This design comes from an exercise in tuning for small area on the open sky130 flow, not from production work.
The RTL was checked by simulation tests, not by an equivalence proof against the original design.

==> design/flow/config.mk <==
export PLATFORM = sky130hd
export DESIGN_NAME = decryption_top
export DESIGN_NICKNAME = decryption_top
export VERILOG_FILES = /design/flow/design.v
export SDC_FILE = /design/flow/constraint.sdc
export NUM_CORES = 4
export LEC_CHECK = 0
export CAP_MARGIN = 20
export CORE_MARGIN = 2
export CORE_UTILIZATION = 60
export GPL_TIMING_DRIVEN = 0
export SLEW_MARGIN = 20
==> design/flow/constraint.sdc <==
create_clock -name core_clock -period 10.0 [get_ports {clk_sys}]
set_input_delay 2.0000 -clock core_clock [delete_from_list [all_inputs] [get_ports {clk_sys}]]
set_output_delay 2.0000 -clock core_clock [all_outputs]
set_load 0.01 [all_outputs]
==> design/flow/design.v <==
module decryption_regfile (
    input             clk,
    input             rst_n,
    input      [7:0]  addr,
    input             read,
    input             write,
    input      [15:0] wdata,
    output reg [15:0] rdata,
    output reg        done,
    output reg        error,
    output reg [1:0]  select,
    output reg [15:0] caesar_key,
    output reg [15:0] scytale_key,
    output reg [15:0] zigzag_key
);
    wire a_sel = (addr == 8'h00);
    wire a_cae = (addr == 8'h10);
    wire a_scy = (addr == 8'h12);
    wire a_zig = (addr == 8'h14);
    wire a_ok  = a_sel | a_cae | a_scy | a_zig;
    reg acc;    
    reg err;    
    always @(posedge clk or negedge rst_n) begin
        if (!rst_n) begin
            select      <= 2'b00;
            caesar_key  <= 16'h0000;
            scytale_key <= 16'hFFFF;
            zigzag_key  <= 16'h0002;
            rdata       <= 16'h0000;
            done        <= 1'b0;
            error       <= 1'b0;
            acc         <= 1'b0;
            err         <= 1'b0;
        end else begin
            done  <= acc | err;
            if (!acc) error <= err;
            acc <= a_ok & (read | write);
            err <= ~a_ok;
            if (write) begin
                if (a_sel) select      <= wdata[1:0];
                if (a_cae) caesar_key  <= wdata;
                if (a_scy) scytale_key <= wdata;
                if (a_zig) zigzag_key  <= wdata;
            end else if (read & a_ok) begin
                rdata <= ({16{a_sel}} & {14'b0, select})
                       | ({16{a_cae}} & caesar_key)
                       | ({16{a_scy}} & scytale_key)
                       | ({16{a_zig}} & zigzag_key);
            end
        end
    end
endmodule
module decryption_top #(
    parameter addr_witdth = 8,
    parameter reg_width   = 16,
    parameter MST_DWIDTH  = 32,
    parameter SYS_DWIDTH  = 8
)(
    input                       clk_sys,
    input                       rst_n,
    input  [MST_DWIDTH-1:0]     data_i,
    input                       valid_i,
    output reg                  busy,
    output reg [SYS_DWIDTH-1:0] data_o,
    output                      valid_o,
    input  [addr_witdth-1:0]    addr,
    input                       read,
    input                       write,
    input  [reg_width-1:0]      wdata,
    output [reg_width-1:0]      rdata,
    output                      done,
    output                      error
);
    wire [1:0]  select;
    wire [15:0] caesar_key, scytale_key, zigzag_key;
    decryption_regfile r (
        .clk(clk_sys), .rst_n(rst_n), .addr(addr), .read(read), .write(write),
        .wdata(wdata), .rdata(rdata), .done(done), .error(error), .select(select),
        .caesar_key(caesar_key), .scytale_key(scytale_key), .zigzag_key(zigzag_key));
    assign valid_o = |data_o;
    wire sel_c = (select == 2'd0);
    wire sel_s = (select == 2'd1);
    wire sel_z = (select == 2'd2);
    reg [7:0]  st [0:48];
    reg        act;         
    reg        rx;          
    reg [5:0]  n;           
    reg [5:0]  k;           
    reg [5:0]  z;           
    wire       k_neg = k[5] & k[4] & k[3] & k[2];
    wire       n_ge5 = ~((n[5:3] == 3'b000) & (n[2:0] != 3'd0) & (n[2:0] <= 3'd4));
    wire [5:0] t     = k;
    wire       wr   = valid_i & (~act | (n[1:0] == 2'b00));
    wire       wr_l = wr & (~act | ~(n[5] & n[4]) | sel_c);
    integer s;
    always @(posedge clk_sys) begin
        for (s = 4; s < 49; s = s + 1) st[s] <= st[s-1];
        st[3] <= wr   ? data_i[31:24] : st[2];
        st[2] <= wr_l ? data_i[23:16] : st[1];
        st[1] <= wr_l ? data_i[15:8]  : st[0];
        st[0] <= wr_l ? data_i[7:0]   : st[48];
    end
    wire       z3   = zigzag_key[0];
    wire [5:0] L1   = n - 6'd1;                       
    wire [5:0] h2   = {1'b0, n[5:1]};                 
    wire [5:0] a3   = {2'b00, n[5:2]} + {5'b0, n[1]};  
    wire [5:0] ab3  = L1 - {2'b00, n[5:2]};           
    wire [5:0] zoff = (t[0] | ~z3) ? {1'b0, t[5:1]} : {2'b00, t[5:2]};
    wire [5:0] zbas = t[0] ? (z3 ? a3 : h2) : ((z3 & t[1]) ? ab3 : 6'd0);
    wire [5:0] zidx = zbas + zoff;
    wire [5:0] N    = scytale_key[13:8];
    wire [6:0] s1   = {1'b0, k} + {1'b0, N};
    wire [6:0] s2   = s1 + 7'd2 - {1'b0, n};          
    wire       wrap = ~s2[6] & (s2 != 7'd0);
    wire [5:0] ridx = sel_s ? k : zidx;
    wire [6:0] sd   = {1'b0, z} - {1'b0, ridx};
    wire [5:0] sdm  = sd[6] ? sd[5:0] + 6'd49 : sd[5:0];
    wire [7:0] rbyte = st[sdm];
    wire [7:0] cbyte = st[7] - caesar_key[7:0];
    wire cae_out = act & sel_c & (rx ? n_ge5 : k_neg);
    wire sz_out  = act & ~sel_c & ~rx & ~k_neg & busy;
    always @(posedge clk_sys or negedge rst_n) begin
        if (!rst_n) begin
            act    <= 1'b0;
            rx     <= 1'b0;
            busy   <= 1'b0;
            data_o <= 8'h00;
        end else begin
            data_o <= cae_out ? cbyte : (sz_out ? rbyte : 8'h00);
            if (!act) begin
                if (valid_i) begin
                    act <= 1'b1;
                    rx  <= 1'b1;
                end
            end else begin
                if (rx & ~valid_i) rx <= 1'b0;
                if (sel_c) begin
                    if (~rx & ~k_neg) act <= 1'b0;
                end else if (!rx) begin
                    if (k == 6'd62) busy <= 1'b1;
                    if (!k_neg) begin
                        if (busy) begin
                            if (t == n - 6'd2) busy <= 1'b0;
                        end else begin
                            act <= 1'b0;
                        end
                    end
                end
            end
        end
    end
    always @(posedge clk_sys) begin
        if (!act) begin
            n <= 6'd1;
            k <= 6'd60;
            z <= 6'd3;
        end else begin
            if (valid_i) n <= n + 6'd1;
            if (rx) k <= 6'd60;
            else if (sel_s & ~k_neg) k <= wrap ? s2[5:0] : s1[5:0];
            else k <= k + 6'd1;
            z <= (z == 6'd48) ? 6'd0 : z + 6'd1;
        end
    end
endmodule
==> design/flow/flow/run.sh <==
#!/bin/bash
# Layout flow: the standard ORFS flow, with two changes.
#  - Synthesis is the standard synthesis (same script, same registers), but the
#    combinational logic is mapped by ABC with an area-oriented script
#    (flow/area.abc) instead of ORFS's speed script.
#  - Port buffers use buf_1 and CTS uses small clock buffers without dummy loads.
# Each tool's output goes to the ORFS logs under orfs/logs; make's own output
# goes to flow_make.log here.
set -euo pipefail
W=$(pwd)

# synthesis core: ORFS synth.tcl with the ABC script swapped
sed -e "s#^\(\s*\)log_cmd abc {\*}\$abc_args#\1set abc_args [lreplace \$abc_args 1 1 $W/flow/area.abc]\n\1log_cmd abc {*}\$abc_args#" \
    "$FLOW_HOME/scripts/synth.tcl" > "$W/flow_synth_core.tcl"
grep -q "flow/area.abc" "$W/flow_synth_core.tcl"
sed -e "s#^source \$::env(SCRIPTS_DIR)/synth.tcl#source $W/flow_synth_core.tcl#" \
    "$W/synth_recipe.tcl" > "$W/flow_synth.tcl"
grep -q "flow_synth_core.tcl" "$W/flow_synth.tcl"

# standard.sh with the synthesis script replaced
sed -e "s#SYNTH_SCRIPT=[^ ]*#SYNTH_SCRIPT=$W/flow_synth.tcl#" "$W/standard.sh" > "$W/flow_standard.sh"
grep -q "flow_synth.tcl" "$W/flow_standard.sh"

export BUFFER_PORTS_ARGS="-buffer_cell sky130_fd_sc_hd__buf_1"
export SYNTH_OPERATIONS_ARGS="-nofsm"
export ADDER_MAP_FILE=""
export CTS_ARGS="-sink_clustering_enable -repair_clock_nets -dont_use_dummy_load -buf_list {sky130_fd_sc_hd__clkbuf_4} -sink_clustering_size 8 -sink_clustering_max_diameter 40"

bash "$W/flow_standard.sh" "${@:-finish}" > "$W/flow_make.log" 2>&1
==> design/flow/flow/area.abc <==
strash
ifraig
scorr
dc2
strash
&get -n
&st
&dch -f
&nf -R 1000
&put
==> design/flow/standard.sh <==
#!/bin/bash
# synth_recipe.tcl (not shown) runs the flow's synth.tcl, then flattens the netlist and writes it again
# the make line also repeats each setting of config.mk as NAME=value (left out here)
make -C /OpenROAD-flow-scripts/flow DESIGN_CONFIG=/design/flow/config.mk WORK_HOME=/design/flow/orfs CLKGATE_MAP_FILE= SYNTH_SCRIPT=/design/flow/synth_recipe.tcl "${@:-finish}"
==> results of run 1 <==
-- final cells by class --
type / count / area, um2
antenna: 2 / 5.005
multi-input combinational: 792 / 5559
clock buffer: 73 / 548.0
tap: 335 / 419.2
sequential: 491 / 10260
timing repair buffer: 102 / 515.5
inverter: 13 / 48.80
fill: 2069 / 8633
-- registers in the layout, summed over array words and instances, names as in the netlist --
register       cells
st               392
r.caesar_key      16
r.rdata           16
r.scytale_key     16
r.zigzag_key      16
data_o             8
k                  6
n                  6
z                  6
r.select           2
act                1
busy               1
r.acc              1
r.done             1
r.err              1
r.error            1
rx                 1
-- kinds of logic after synthesis --
family	count (synthesis)
compound gates	287
simple gates	333
mux	85
buf+inv	13
fa+ha+maj	12
flops	491
xor+xnor	75
-- routing by layer --
metal	share of wire	global-route usage	vias to the layer above
met5	0.00027	0	-
met4	0.041	0.1278	2
met3	0.10	0.08842	144
met2	0.46	0.5187	606
met1	0.40	0.4139	5562
li1	-	-	5263
-- layout by cell type, fill, tap and decap left out, types with 13 or more instances in the layout --
| master | count |
|---|---|
| dfxtp_1 | 410 |
| nand2_1 | 97 |
| a222oi_1 | 96 |
| buf_1 | 87 |
| mux2_1 | 81 |
| nor2_1 | 78 |
| clkbuf_4 | 73 |
| dfrtp_1 | 64 |
| xnor2_1 | 49 |
| o21ai_0 | 48 |
| a22oi_1 | 44 |
| a21oi_1 | 41 |
| nand4_1 | 29 |
| xor2_1 | 26 |
| nor2_2 | 25 |
| nor3_1 | 19 |
| dfstp_2 | 17 |
| nor4_1 | 15 |
| nand3_1 | 14 |
| clkinv_1 | 13 |
-- metrics by stage --
step                      worst slack (ns)  std cells    util  hold slack (ns)
after floorplan                      3.847       1296       -           0.3262
after global placement               1.268       1719  0.6365           0.3314
after detailed placement             2.190       1732  0.6459           0.3346
after CTS                            2.210       1805  0.6670           0.2702
after global routing                 1.776       1807  0.6677           0.2625
final                                2.300       1808  0.6678           0.2809
-- worst max path at each step --
stage | startpoint | to | slack (ns) | cells after the start
3_3_place_gp | r.zigzag_key[0] | data_o[5] | 1.27 | 21
4_1_cts | k[1] | data_o[5] | 2.21 | 24
6_report | k[1] | data_o[7] | 2.30 | 23
2_1_floorplan | r.zigzag_key[0] | data_o[7] | 3.85 | 22
5_1_grt | k[1] | data_o[7] | 1.78 | 23
3_5_place_dp | k[1] | data_o[7] | 2.19 | 24
==> impl_metrics.yaml, run 1 <==
setup_path:
  crit_path_end_kind: "register"
  cp_common_cell: "maj3_1"
  cpPeakStageDelay_ns: 1.12
  worst-path-buf-inv: 1
  r2r_setup_slack_ns: 2.30
  crit_arrival_ns: 8.24
  critPathTopFamily: "simple AND/OR/NAND/NOR gates"
  r2r-start: "k[1]"
  worstRegToRegCells: 23
  crit_required_ns: 10.54
  critical_path_class: "reg -> reg"
  cp_cell_sequence: "nand2_1 > nor2_1 > a31oi_1 > or2_0 > maj3_1 > maj3_1 > maj3_1 > xnor2_1 > nand2_1 > o21ai_0 > xnor2_1 > o21ai_0 > maj3_1 > a21oi_1 > xor2_1 > nand2_1 > nor2_1 > nor4_1 > nand3_1 > nor3_2 > buf_6 > a2111oi_0 > o21ai_0"
  crit_slowest_cell: "nor2_1"
  cp_max_fo: 15
  start_kind: "register"
  r2r-end: "data_o[7]"
clocking:
  clock-root-buffer: "clkbuf_4"
  numCtsBuffers: 73
  tritoncts: "yes"
  post_cts_resized: 0
  clockBufferDepth: 3
  cts.clk_slew.worst_paths_ns: 0.09
  htree_num_levels: 3
  post_cts_buffers: 0
  clock_sinks: 491
  cts_hold_buf: 0
  clock_latency_ns: 0.75
grt:
  antenna_found_initial: 3
  overflow: 0
  track_usage: 0.3215
  grt_max_degree: 24
  first_global_vias: 11510
  grt_pass1_wl_um: 67810
sta:
  maxSlewHeadroom: 0.1705
  max_freq_mhz: 129.9
  tns_ns: 0
  min_period_ns: 7.700
  rsz0062_at_grt: "false"
  drv_slew: 0
  setup_viol: 0
  hold_viol: 0
  period_share: 0.7700
  tightest_slew_ns: 1.240
  final.setup_skew_ns: 0.1423
synth:
  synth.net_count: 1357
  synth_area_per_cell_um2: 12.18
  ys_top_cells_by_count: "dfxtp_1, nor2_1, nand2_1"
  yosys_warnings: 3
  synth-xor-area-share: 0.04160
  yosys.area.top_type_share: 0.5199
  async_reset_ff_frac: 0.1650
  yosys-top-cells-area: "dfxtp_1, dfrtp_1, a222oi_1, mux2_1, dfstp_2"
  synth_top_family_by_area: "compound AO/OA/AOI/OAI gates"
  synth_fa_ha_area_frac: 0.007608
  syn_area_mm2: 0.01579
  synth_cell_types: 51
  ys_seq_elements: 491
  synthSimpleGateAreaFrac: 0.09850
  syn_inst: 1296
  synthFlopType: "dfxtp_1"
  synth_area_leader_cell: "dfxtp_1"
  seq_area_frac_synth: 0.6496
  synthMuxAreaShare: 0.06031
  synth_compound_area_frac: 0.1393
  synth_most_common_cell: "dfxtp_1"
  synth_edf_count: 0
hold_path:
  min_path_type: "reg -> reg"
  hold-path-cell-count: 0
  hold_path_end: "st[10][5]"
  hp-start: "st[9][5]"
place:
  io_buffer_count: 88
  place_congestion: 0.9127
  post_dp_cell_area_mm2: 0.01678
  hpwlAfterDp_um: 29660
run_status:
  status: "no timing/DRC/antenna violations"
die:
  initial_core_util: 0.6076
  die-area_mm2: 0.02763
  coreArea_mm2: 0.02598
  die_y_um: 166.2
  rows: 59
  die_width_um: 166.2
  io_pins: 89
drt:
  wire_per_inst_um: 24.62
  drc: 0
  wl_um: 44500
  drt_iter0_drc: 1479
  vias: 11580
  vias_per_cell: 6.403
  final_antenna_net_count: 0
  drt-pass1-iter-count: 6
finish:
  fin_area_mm2: 0.01735
  nets: 1534
  drive_above_1_share: 0.09041
  syn_to_final_growth_pct: 9.898
run:
  max_cap_viol_count: 0
==> inputs of run 2 (changes only) <==
--- a/design/flow/config.mk
+++ b/design/flow/config.mk
@@ -7,6 +7,6 @@
 export LEC_CHECK = 0
 export CAP_MARGIN = 20
 export CORE_MARGIN = 2
-export CORE_UTILIZATION = 60
+export CORE_UTILIZATION = 50
 export GPL_TIMING_DRIVEN = 0
 export SLEW_MARGIN = 20
==> run 2 against run 1 <==
Net effect: highest routed layer unchanged; die area rose by 19%; utilization is 11 points lower.
==> impl_metrics.yaml, run 2 <==
synth:
  syn_area_mm2: 0.01579
  synth_compound_area_frac: 0.1393
  synth-xor-area-share: 0.04160
  synth_top_family_by_area: "compound AO/OA/AOI/OAI gates"
  synth_most_common_cell: "dfxtp_1"
  async_reset_ff_frac: 0.1650
  synthFlopType: "dfxtp_1"
  synth_area_per_cell_um2: 12.18
  yosys-top-cells-area: "dfxtp_1, dfrtp_1, a222oi_1, mux2_1, dfstp_2"
  yosys_warnings: 3
  syn_inst: 1296
  seq_area_frac_synth: 0.6496
  ys_seq_elements: 491
  synthMuxAreaShare: 0.06031
  synth_edf_count: 0
  synth_area_leader_cell: "dfxtp_1"
  synth.net_count: 1357
  synthSimpleGateAreaFrac: 0.09850
  synth_fa_ha_area_frac: 0.007608
  synth_cell_types: 51
  ys_top_cells_by_count: "dfxtp_1, nor2_1, nand2_1"
  yosys.area.top_type_share: 0.5199
run_status:
  status: "no timing/DRC/antenna violations"
drt:
  drc: 0
  vias_per_cell: 6.160
  final_antenna_net_count: 0
  wire_per_inst_um: 24.50
  vias: 11540
  drt-pass1-iter-count: 10
  drt_iter0_drc: 1416
  wl_um: 45890
finish:
  drive_above_1_share: 0.09252
  final_common_cell: "dfxtp_1"
  top_register: "st"
  syn_to_final_growth_pct: 10.14
  final_cell_mix: "dfxtp_1, nand2_1, a222oi_1"
  nets: 1533
  final_util: 0.5554
  largest_reg_flops: 392
sta:
  hold_viol: 0
  rsz0062_at_grt: "false"
  min_period_ns: 7.849
  max_freq_mhz: 127.4
  hold-worst-slack_ns: 0.3080
  tightest_slew_ns: 1.297
  period_share: 0.7849
  setup_viol: 0
  tns_ns: 0
  drv_slew: 0
  fin_ws_ns: 2.151
  maxSlewHeadroom: 0.1320
  final.setup_skew_ns: 0.09457
grt:
  track_usage: 0.2816
  grt_pass1_wl_um: 69790
  overflow: 0
  first_global_vias: 11530
  grt_max_degree: 33
  antenna_found_initial: 3
die:
  rows: 65
  die_y_um: 181.7
  coreArea_mm2: 0.03131
  initial_core_util: 0.5043
  die-area_mm2: 0.03301
  die_width_um: 181.7
  io_pins: 89
clocking:
  clockBufferDepth: 3
  cts_hold_buf: 0
  clock_sinks: 491
  cts.clk_slew.worst_paths_ns: 0.09
  post_cts_buffers: 0
  numCtsBuffers: 74
  htree_num_levels: 3
  post_cts_resized: 0
  clock-root-buffer: "clkbuf_4"
  tritoncts: "yes"
  clock_latency_ns: 0.71
run:
  max_cap_viol_count: 0
setup_path:
  cp_max_fo: 16
  crit_end: "data_o[5]"
  worstSetupStartpoint: "r.zigzag_key[0]"
  critical_path_class: "reg -> reg"
  r2r-end: "data_o[5]"
  crit_path_end_kind: "register"
  r2r_setup_slack_ns: 2.15
  r2r-start: "r.zigzag_key[0]"
  crit_arrival_ns: 8.39
  crit_required_ns: 10.54
  start_kind: "register"
  worstRegToRegCells: 23
place:
  io_buffer_count: 88
  place_congestion: 0.8900
  hpwlAfterDp_um: 30230
  pre_cts_ws_ns: 2.289
hold_path:
  min_path_type: "reg -> reg"
## run 2: cell count changes in the layout (fill, tap and decap cells not counted), sizes merged
cell    delta
buf        -2
clkbuf     +1
diode      -1
## run 2: final cells by class
class	instances	area [um2]
fill	2720	13920
sequential	491	10260
multi-input combinational	792	5569
clock buffer	74	555.5
tap	402	503.0
timing repair buffer	100	454.2
inverter	13	48.80
antenna	1	2.502
## run 2: critical path, stage by stage (launching register included)
cell and delay, ns:
dfrtp_1 0.58, nor2b_1 0.48, mux2i_1 0.19, or2_0 0.29
maj3_1 0.41, maj3_1 0.41, maj3_1 0.41, xnor2_1 0.14
nand2_1 0.06, o21ai_0 0.16, xnor2_1 0.26, o21ai_0 0.19
maj3_1 0.46, a21oi_1 0.22, xor2_1 0.32, or2_0 0.71
nor2_1 0.53, a22o_1 0.36, a221oi_1 0.23, nand3_1 0.12
a221oi_1 0.22, nand4_1 0.13, a21oi_1 0.58, o32ai_1 0.25
## run 2: worst min-delay path by stage
| stage | startpoint | endpoint | slack [ns] | cells after the start |
|---|---|---|---|---|
| 6_report | st[36][2] | st[37][2] | 0.31 | 0 |
| 4_1_cts | st[42][7] | st[43][7] | 0.28 | 0 |
| 3_5_place_dp | st[32][7] | st[33][7] | 0.34 | 0 |
| 2_1_floorplan | st[8][0] | st[9][0] | 0.33 | 0 |
| 3_3_place_gp | st[14][3] | st[15][3] | 0.33 | 0 |
| 5_1_grt | st[40][0] | st[41][0] | 0.30 | 0 |
## run 2: cell families (layout without fill, tap and decap cells)
| family | after synthesis | after routing |
|---|---|---|
| flops | 491 | 491 |
| simple gates | 333 | 333 |
| compound gates | 287 | 287 |
| mux | 85 | 85 |
| xor+xnor | 75 | 75 |
| buf+inv | 13 | 187 |
| fa+ha+maj | 12 | 12 |
| other cells | 0 | 1 |
## run 2: routing by layer
metal / vias up / GRT usage / wire (um)
met5: - / 0 / 24
met4: 4 / 0.1109 / 1531
met3: 119 / 0.07160 / 4152
met2: 546 / 0.4506 / 21030
met1: 5615 / 0.3678 / 19150
li1: 5253 / - / -
## run 2: stage by stage
| stage | cell area, um2 | cells |
|---|---|---|
| 2_1_floorplan | 15790 | 1296 |
| 3_3_place_gp | 16620 | 1786 |
| 3_5_place_dp | 16810 | 1795 |
| 4_1_cts | 17360 | 1869 |
| 5_1_grt | 17390 | 1873 |
| 6_report | 17390 | 1873 |
==> inputs of run 3 (changes only) <==
==> design/flow/flow/area.abc (replaced) <==
strash
ifraig
scorr
dc2
strash
dc2
strash
&get -n
&st
&dch -f
&nf -R 1000
&put
==> run 3 against run 2 <==
Net effect: still clean on timing, DRC and antenna; area after synthesis decreased by 0.34%; global-route usage up 1.2 points; wire length increased by 4.9%; cell count is 0.75% lower; utilization up 1.2 points; flip-flop and latch count is the same.
==> impl_metrics.yaml, run 3 <==
run_status:
  status: "no timing/DRC/antenna violations"
sta:
  period_share: 0.7904
  setup_viol: 0
  drv_slew: 0
  maxSlewHeadroom: 0.1604
  rsz0062_at_grt: "false"
  tightest_slew_ns: 1.255
  max_freq_mhz: 126.5
  hold_viol: 0
  tns_ns: 0
  min_period_ns: 7.904
  final.setup_skew_ns: 0.1166
  fin_ws_ns: 2.096
synth:
  synth_area_leader_cell: "dfxtp_1"
  yosys_warnings: 3
  seq_area_frac_synth: 0.6518
  synth_cell_types: 47
  ys_top_cells_by_count: "dfxtp_1, nor2_1, a222oi_1"
  synthFlopType: "dfxtp_1"
  syn_area_mm2: 0.01574
  syn_inst: 1280
  synth.net_count: 1341
  yosys-top-cells-area: "dfxtp_1, dfrtp_1, a222oi_1, mux2_1, nor2_1"
  synth_area_per_cell_um2: 12.29
  async_reset_ff_frac: 0.1650
  synth_most_common_cell: "dfxtp_1"
  synth_edf_count: 0
  yosys.area.top_type_share: 0.5216
  ys_seq_elements: 491
clocking:
  clockBufferDepth: 3
  clock-root-buffer: "clkbuf_4"
  cts_hold_buf: 0
  numCtsBuffers: 77
  post_cts_resized: 0
  post_cts_buffers: 0
  clock_sinks: 491
  clock_latency_ns: 0.77
  cts.clk_slew.worst_paths_ns: 0.09
  htree_num_levels: 3
  tritoncts: "yes"
drt:
  wl_um: 48140
  final_antenna_net_count: 0
  drt-pass1-iter-count: 9
  drc: 0
  vias: 11750
  vias_per_cell: 6.321
  wire_per_inst_um: 25.89
  drt_iter0_drc: 1626
setup_path:
  cpPeakStageDelay_ns: 1.09
  r2r-end: "data_o[4]"
  crit_path_end_kind: "register"
  start_kind: "register"
  cp_common_cell: "maj3_1"
  crit_required_ns: 10.60
  critPathTopFamily: "simple AND/OR/NAND/NOR gates"
  r2r_setup_slack_ns: 2.10
  crit_arrival_ns: 8.51
  cp_cell_sequence: "xor2_1 > or3_1 > a32oi_1 > xnor2_1 > xnor2_1 > nand2_1 > o21ai_0 > maj3_1 > maj3_1 > maj3_1 > maj3_1 > maj3_1 > nor2_1 > nor2_1 > or3_1 > nor2_1 > nor4_1 > nand4_1 > nor3_2 > buf_6 > a2111oi_0 > o32ai_1"
  critical_path_class: "reg -> reg"
  worstSetupStartpoint: "n[1]"
  crit_end: "data_o[4]"
  crit_slowest_cell: "nor2_1"
  r2r-start: "n[1]"
  worstRegToRegCells: 22
  crit_cells: 22
  cp_max_fo: 18
  worst-path-buf-inv: 1
grt:
  first_global_vias: 11600
  track_usage: 0.2936
  grt_pass1_wl_um: 71900
  overflow: 0
  grt_max_degree: 33
  antenna_found_initial: 1
finish:
  fill_cells: 2665
  final_cell_mix: "dfxtp_1, a222oi_1, buf_1"
  drive_above_1_share: 0.1088
  largest_reg_flops: 392
  final_common_cell: "dfxtp_1"
  multi_input_area_mm2: 0.005558
  syn_to_final_growth_pct: 11.07
  seq_area_mm2: 0.01026
  top_register: "st"
  nets: 1525
die:
  die_width_um: 181.4
  coreArea_mm2: 0.03083
  die-area_mm2: 0.03291
  die_y_um: 181.4
  io_pins: 89
  initial_core_util: 0.5104
  rows: 64
place:
  pre_cts_ws_ns: 2.085
  hpwlAfterDp_um: 31740
  place_congestion: 0.8769
  io_buffer_count: 88
run:
  max_cap_viol_count: 0
hold_path:
  min_path_type: "reg -> reg"
[run 3: layout make-up]
type	instances	share of cell area
Multi-Input combinational cell	776	0.3180
Clock buffer	77	0.03308
Inverter	13	0.002792
Timing Repair Buffer	105	0.03078
Antenna cell	1	0.0001432
Tap cell	396	0.02835
Sequential cell	491	0.5868
[run 3: logic make-up (layout without fill, tap and decap cells)]
kind of cell,count (synthesis),in the layout,share of synthesized area
multiplexers,84,84,0.05980
AO/OA/AOI/OAI,278,278,0.1386
other,0,1,0
flip-flops,491,491,0.6518
adder cells (fa/ha/maj),13,13,0.008269
AND/OR/NAND/NOR,325,325,0.09614
XOR/XNOR,76,76,0.04230
buffers and inverters,13,195,0.003101
[run 3: worst min path at each step]
stage / start / cells past startpoint / end / slack (ns)
after CTS: st[46][4] / 0 / st[47][4] / 0.28
after global routing: st[46][4] / 0 / st[47][4] / 0.29
final: st[46][4] / 0 / st[47][4] / 0.29
after floorplan: st[27][7] / 0 / st[28][7] / 0.33
after detailed placement: st[38][6] / 0 / st[39][6] / 0.33
after global placement: st[38][5] / 0 / st[39][5] / 0.33
[run 3: routing by layer]
metal,up-vias,GRT usage,part of all wire,wire (um)
li1,5240,-,-,-
met1,5689,0.4085,0.42,20390
met2,685,0.4386,0.43,20930
met3,137,0.07641,0.11,5168
met4,0,0.1171,0.034,1654
met5,-,0,0,0
[run 3: metrics by stage]
step	utilization	instances	hold WS [ns]	cell area [um2]
final	0.5669	1859	0.2905	17480
after global routing	0.5669	1859	0.2894	17480
after CTS	0.5666	1858	0.2795	17470
after detailed placement	0.5479	1781	0.3348	16890
after global placement	0.5372	1764	0.3324	16560
after floorplan	-	1280	0.3262	15740
==> inputs of run 4 (changes only) <==
--- a/design/flow/config.mk
+++ b/design/flow/config.mk
@@ -5,8 +5,8 @@
 export SDC_FILE = /design/flow/constraint.sdc
 export NUM_CORES = 4
 export LEC_CHECK = 0
-export CAP_MARGIN = 20
+export CAP_MARGIN = 5
 export CORE_MARGIN = 2
 export CORE_UTILIZATION = 50
 export GPL_TIMING_DRIVEN = 0
-export SLEW_MARGIN = 20
+export SLEW_MARGIN = 5
==> run 4 against run 3 <==
Net effect: the layout now fails its checks (max-capacitance violations, max-slew violations); cell area shrank 0.86%; non-clock buffer count is 4 lower; register-to-register slack got worse by 0.68 ns; die area is the same; global-route usage is 0.16 points lower; first-iteration DRC count is 3.5% lower; clock skew decreased by 0.012 ns; synthesized cell count stayed put; cell count fell by 0.32%.
==> impl_metrics.yaml, run 4 <==
sta:
  setup_viol: 0
  maxSlewHeadroom: -0.06634
  min_period_ns: 8.586
  period_share: 0.8586
  tns_ns: 0
  fin_ws_ns: 1.414
  hold_viol: 0
  final.setup_skew_ns: 0.1042
  drv_slew: 30
  tightest_slew_ns: 1.594
  max_freq_mhz: 116.5
  rsz0062_at_grt: "false"
grt:
  first_global_vias: 11600
  track_usage: 0.2920
  grt_pass1_wl_um: 71520
  grt_max_degree: 38
  overflow: 0
  antenna_found_initial: 1
setup_path:
  worstSetupStartpoint: "n[1]"
  crit_arrival_ns: 9.15
  crit_path_end_kind: "register"
  r2r-start: "n[1]"
  worstRegToRegCells: 25
  cp_max_fo: 18
  r2r-end: "data_o[2]"
  r2r_setup_slack_ns: 1.41
  crit_required_ns: 10.56
  critical_path_class: "reg -> reg"
  start_kind: "register"
synth:
  syn_area_mm2: 0.01574
  seq_area_frac_synth: 0.6518
  synth_cell_types: 47
  syn_inst: 1280
  ys_seq_elements: 491
  synth_edf_count: 0
  yosys-top-cells-area: "dfxtp_1, dfrtp_1, a222oi_1, mux2_1, nor2_1"
  yosys.area.top_type_share: 0.5216
  synth.net_count: 1341
  synth_area_leader_cell: "dfxtp_1"
  synth_area_per_cell_um2: 12.29
  synthFlopType: "dfxtp_1"
  yosys_warnings: 3
  async_reset_ff_frac: 0.1650
  ys_top_cells_by_count: "dfxtp_1, nor2_1, a222oi_1"
  synth_most_common_cell: "dfxtp_1"
finish:
  syn_to_final_growth_pct: 10.11
  largest_reg_flops: 392
  top_register: "st"
  final_cell_mix: "dfxtp_1, nor2_1, a222oi_1"
  final_common_cell: "dfxtp_1"
  nets: 1519
  drive_above_1_share: 0.08448
  fill_cells: 2683
place:
  hpwlAfterDp_um: 31370
  io_buffer_count: 88
  pre_cts_ws_ns: 1.631
  place_congestion: 0.8769
drt:
  final_antenna_net_count: 0
  vias_per_cell: 6.383
  drt-pass1-iter-count: 9
  drc: 0
  wire_per_inst_um: 25.98
  drt_iter0_drc: 1569
  vias: 11830
  wl_um: 48130
run_status:
  status: "finished with violations"
  so_faults: "max-capacitance violations, max-slew violations"
hold_path:
  hold-path-cell-count: 0
  hold_path_end: "st[5][3]"
  min_path_type: "reg -> reg"
  hp-start: "st[4][3]"
clocking:
  clock-root-buffer: "clkbuf_4"
  htree_num_levels: 3
  cts_hold_buf: 0
  clock_latency_ns: 0.74
  clock_sinks: 491
  post_cts_resized: 0
  clockBufferDepth: 3
  tritoncts: "yes"
  post_cts_buffers: 0
  cts.clk_slew.worst_paths_ns: 0.09
  numCtsBuffers: 75
die:
  coreArea_mm2: 0.03083
  io_pins: 89
  rows: 64
  initial_core_util: 0.5104
  die-area_mm2: 0.03291
  die_y_um: 181.4
  die_width_um: 181.4
run:
  max_cap_viol_count: 10
run 4: cell counts after synthesis:
No cell type changed its count.
run 4: cell families after synthesis:
| group | Yosys count | share of synthesized area |
|---|---|---|
| flops | 491 | 0.6518 |
| compound gates | 278 | 0.1386 |
| mux | 84 | 0.05980 |
| buf+inv | 13 | 0.003101 |
| simple gates | 325 | 0.09614 |
| xor+xnor | 76 | 0.04230 |
| fa+ha+maj | 13 | 0.008269 |
run 4: stage by stage:
stage                     instances    util  cell area (um2)  hold slack (ns)
final                          1853  0.5620            17330           0.2887
after global routing           1853  0.5620            17330           0.3147
after CTS                      1851  0.5610            17290           0.2931
after detailed placement       1776  0.5427            16730           0.3363
after global placement         1764  0.5372            16560           0.3324
after floorplan                1280       -            15740           0.3262
run 4: worst max-delay path by stage:
stage | endpoint | slack [ns] | cells after the start
global placement | data_o[2] | 0.45 | 23
detailed placement | data_o[2] | 1.63 | 25
finish | data_o[2] | 1.41 | 25
CTS | data_o[2] | 1.68 | 25
global route | data_o[2] | 1.12 | 25
floorplan | data_o[4] | 3.17 | 22
run 4: area by class of cell:
type                       count  area (um2)  share of cell area
clock buffer                  75       563.0             0.03250
multi-input combinational    776        5480              0.3163
antenna                        1       2.502           0.0001444
timing repair buffer         101       480.5             0.02773
tap                          396       495.5             0.02860
inverter                      13       48.80            0.002816
sequential                   491       10260              0.5919
run 4: routing by layer:
layer | GRT usage | up-vias | part of all wire
met2 | 0.4359 | 701 | 0.43
met3 | 0.07300 | 139 | 0.10
met5 | 0 | - | 0
li1 | - | 5214 | -
met1 | 0.4101 | 5774 | 0.43
met4 | 0.1122 | 0 | 0.034
run 4: critical path, stage by stage, from the launching register on:
cell and delay (ns):
dfxtp_1 0.75, xor2_1 0.15, or3_1 0.38, a32oi_1 0.36, xnor2_1 0.14, xnor2_1 0.13
nand2_1 0.06, o21ai_0 0.15, maj3_1 0.42, maj3_1 0.40, maj3_1 0.40, maj3_1 0.40
maj3_1 0.45, nor2_1 0.16, and2_0 0.25, xor2_1 0.38, o21ai_1 0.18, buf_4 0.24
nor2_1 1.21, nor4_1 0.14, nand2_1 0.13, nor3_1 0.05, nand4_1 0.17, nor3_2 0.12
a2111oi_0 0.97, o32ai_1 0.26

[re-timing with driven ports]
How much do the figures lean on ideal ports? The routed layouts below were timed once more, with nothing changed but the port constraints.
Step 1 sets driving cells, clkbuf_16 on the clock port and buf_2 on the other inputs (assumed; they add their load-dependent delay and slew).
Step 2 adds t to the input delays and takes it off the output delays; t is the mean of the earliest and latest rising clock arrival at the registers after step 1. Input paths then give back, and output paths get back, about the clock's delay inside the block.
Slacks: ideal / step 1 / step 2; pairs: ideal / step 1.
run	shift t [ns]	slack for setup (ns)	worst setup path after step 2	pins driven straight from the clock port
run 1	0.729	2.300 / 2.300 / 2.300	register to register	1
run 2	0.725	2.151 / 2.151 / 2.151	register to register	1
run 3	0.756	2.096 / 2.096 / 2.096	register to register	1
run 4	0.743	1.414 / 1.414 / 1.414	register to register	1
